From an optimization exercise on the open Yosys and OpenROAD flow, aimed at small area and a short achievable clock period; shortcuts taken in it are not production practice.
Power figures rest on the tool's default switching activity, not on a simulated workload.

run A:
// FIR_transposed
module FIR_transposed(clk, reset, noisy_signal, filtered_real);
Size: roughly 4900 cells after synthesis, about 880 flip-flops, ~0.071 mm² of cells after synthesis.
Settings: LEC_CHECK=0, ABC_CLOCK_PERIOD_IN_PS=500, CAP_MARGIN=20, CORE_MARGIN=2, CORE_UTILIZATION=40, SETUP_SLACK_MARGIN=5, SLEW_MARGIN=20, SYNTH_HIERARCHICAL=1; clock period 13.0 ns.
run.sh (not shown) runs the stock make flow with config.mk's settings and CLKGATE_MAP_FILE= SYNTH_SCRIPT=/design/flow/synth_recipe.tcl, a recipe that flattens the netlist after the stock synthesis.
diff inputs: run A => run B
- swapping 500 for 2000 in ABC_CLOCK_PERIOD_IN_PS
==> flow/flow/run.sh (new file) <==
#!/bin/bash
# Standard layout with a larger setup-repair margin.
bash standard.sh SETUP_SLACK_MARGIN=7 finish > standard.log 2>&1
==> flow/standard.sh (new file) <==
#!/bin/bash
# synth_recipe.tcl (not shown) runs the flow's synth.tcl, then flattens the netlist and writes it again
# the make line also repeats each setting of config.mk as NAME=value (left out here)
make -C /OpenROAD-flow-scripts/flow DESIGN_CONFIG=/design/flow/config.mk WORK_HOME=/design/flow/orfs CLKGATE_MAP_FILE= SYNTH_SCRIPT=/design/flow/synth_recipe.tcl "${@:-finish}"
removed: flow/run.sh
Results
- Run B improves on run A in setup skew after layout.
- Summary: with run A as the reference, internal power in run B moved up by a few percent.
- Run A and run B ended up with nearly the same number of instances in the placed design.
- Reported for run A and run B, number of top-level pins turned out identical to the last digit.
- On adder and majority gate portion of the synthesized area, run A and run B are basically level.
- Run A has lower non-clock buffer count than run B.
- Run B vs run A: clock share of power down
- NOTE: total detailed-routing wirelength in run B falls short of that of run A
The following lists how run C was set up differently from run B:
==> flow/run.sh (new file) <==
#!/bin/bash
# synth_recipe.tcl (not shown) runs the flow's synth.tcl, then flattens the netlist and writes it again
# the make line also repeats each setting of config.mk as NAME=value (left out here)
make -C /OpenROAD-flow-scripts/flow DESIGN_CONFIG=/design/flow/config.mk WORK_HOME=/design/flow/orfs CLKGATE_MAP_FILE= SYNTH_SCRIPT=/design/flow/synth_recipe.tcl finish
removed: flow/flow/run.sh
removed: flow/standard.sh
### Flow results
Combinational fraction of design power was higher in the run labelled run B.
Run C ran to completion and came out clean on the timing, design-rule and antenna checks.
Going from run B to run C, instance count on the critical path went down 2, fraction of the core area covered by cells at the end of the flow decreased by 2.3 points relative to the old numbers, number of post-CTS setup repair buffers shrank by 150, layout clock buffer count picked up an extra about 8%, worst-case headroom to the max-slew limit decreased 0.41 points.
> inputs changed (run C -> run D)
- ABC_CLOCK_PERIOD_IN_PS changed from 2000 to 1000
### Flow results
Result: PASS for each of run C and run D
Run D against run C: non-clock buffer count comparable; global-route usage comparable; total detailed-routing wirelength comparable; post-synthesis share of cell area spent on full adders, half adders and majority gates comparable.
Going from run C to run D, DRC violations left ~0 delta, fraction of standard cell area that is sequential flat, area added between synthesis and finish barely changed, total power of the final layout ~0 delta, peak clock frequency supported by timing comparable.
Diff run D..run C | via count | unchanged
No functional check of the RTL was part of any run of this note.

---

## xenon
Another version of the RTL of FIR_transposed (not shown whole).
Size: about 920 flip-flops, roughly 34 I/O pins, about 71000 um^2 of cells after synthesis.
// FIR_transposed
module FIR_transposed(clk, reset, noisy_signal, filtered_real);
==> flow/config.mk <==
export PLATFORM = sky130hd
export DESIGN_NAME = FIR_transposed
export DESIGN_NICKNAME = FIR_transposed
export VERILOG_FILES = /design/flow/design.v
export SDC_FILE = /design/flow/constraint.sdc
export NUM_CORES = 8
export LEC_CHECK = 0
export ABC_CLOCK_PERIOD_IN_PS = 2000
export CAP_MARGIN = 20
export CORE_MARGIN = 2
export CORE_UTILIZATION = 65
export CTS_CLUSTER_DIAMETER = 100
export CTS_CLUSTER_SIZE = 22
export SETUP_SLACK_MARGIN = 5
export SLEW_MARGIN = 20
export SYNTH_HIERARCHICAL = 1
==> flow/constraint.sdc <==
create_clock -name core_clock -period 13.0 [get_ports {clk}]
set_input_delay 2.6000 -clock core_clock [delete_from_list [all_inputs] [get_ports {clk}]]
set_output_delay 2.6000 -clock core_clock [all_outputs]
set_load 0.01 [all_outputs]
standard.sh (not shown) runs the stock make flow with config.mk's settings and CLKGATE_MAP_FILE= SYNTH_SCRIPT=/design/flow/synth_recipe.tcl, a recipe that flattens the netlist after the stock synthesis.
==> flow/flow/run.sh <==
#!/bin/bash
# Standard layout with a larger setup-repair margin.
bash standard.sh SETUP_SLACK_MARGIN=6.0 finish > standard.log 2>&1
Inputs modified between xenon and quartz:
==> flow/flow/run.sh <==
#!/bin/bash
# Standard layout with a larger setup-repair margin.
bash standard.sh SETUP_SLACK_MARGIN=5.95 finish > standard.log 2>&1
## What came out
Slowest stage cell on the critical path: sky130_fd_sc_hd__fa_1 -> quartz, sky130_fd_sc_hd__o21ai_4 -> xenon
On area growth from synthesis to final layout, quartz and xenon are neck and neck.
Taking xenon as the reference, in quartz delay of the slowest critical-path stage higher, number of fillers in the final layout now larger, post-cts repair resize count moved down, proportion of cell area occupied by multi-input gates flat, wire length on met2 went down 940 um.
Count of clock buffers in the final design sits higher in quartz than in xenon.
When quartz is measured against xenon, its least setup slack across all paths after layout turns out 0.064 ns higher.
Re netlist area before placement: no difference whatsoever between xenon and quartz.
No functional check of the RTL was part of any run of this note.

-- what the ideal ports hide --
How much do the figures lean on ideal ports? The routed layouts below were timed once more, with nothing changed but the port constraints. Step 1: set_driving_cell puts a clkbuf_16 on clk and a buf_2 on each other input, an assumption about the parent block. Step 2, shift: input delay + t, output delay - t, t = (earliest + latest rising clock arrival at the registers) / 2. This alone moves slack from input paths to output paths. a / b / c = ideal ports / drivers / drivers and shift; a / b = the first two.
| run | shift t [ns] | slack for setup (ns) | worst hold slack (ns) | clock arrival spread, ns | worst data-port slew with drivers (ns) |
|---|---|---|---|---|---|
| run A | 0.799 | 4.988 / 4.940 / 4.940 | 0.333 / 0.333 / 0.333 | 0.065 / 0.066 | 0.06 |
| run B | 0.797 | 4.877 / 4.821 / 4.821 | 0.360 / 0.360 / 0.360 | 0.033 / 0.033 | 0.07 |
| run C | 0.799 | 4.988 / 4.940 / 4.940 | 0.333 / 0.333 / 0.333 | 0.065 / 0.066 | 0.06 |
| run D | 0.799 | 4.988 / 4.940 / 4.940 | 0.333 / 0.333 / 0.333 | 0.065 / 0.066 | 0.06 |
| xenon | 0.781 | 5.927 / 5.894 / 5.739 | 0.358 / 0.358 / 0.358 | 0.062 / 0.063 | 0.06 |
| quartz | 0.778 | 5.991 / 5.957 / 5.808 | 0.363 / 0.363 / 0.363 | 0.040 / 0.039 | 0.06 |
After both steps setup and hold are still met in every run listed. The setup slack of xenon, which loses most, moves by -0.033 ns with the drivers and by -0.188 ns with both steps.
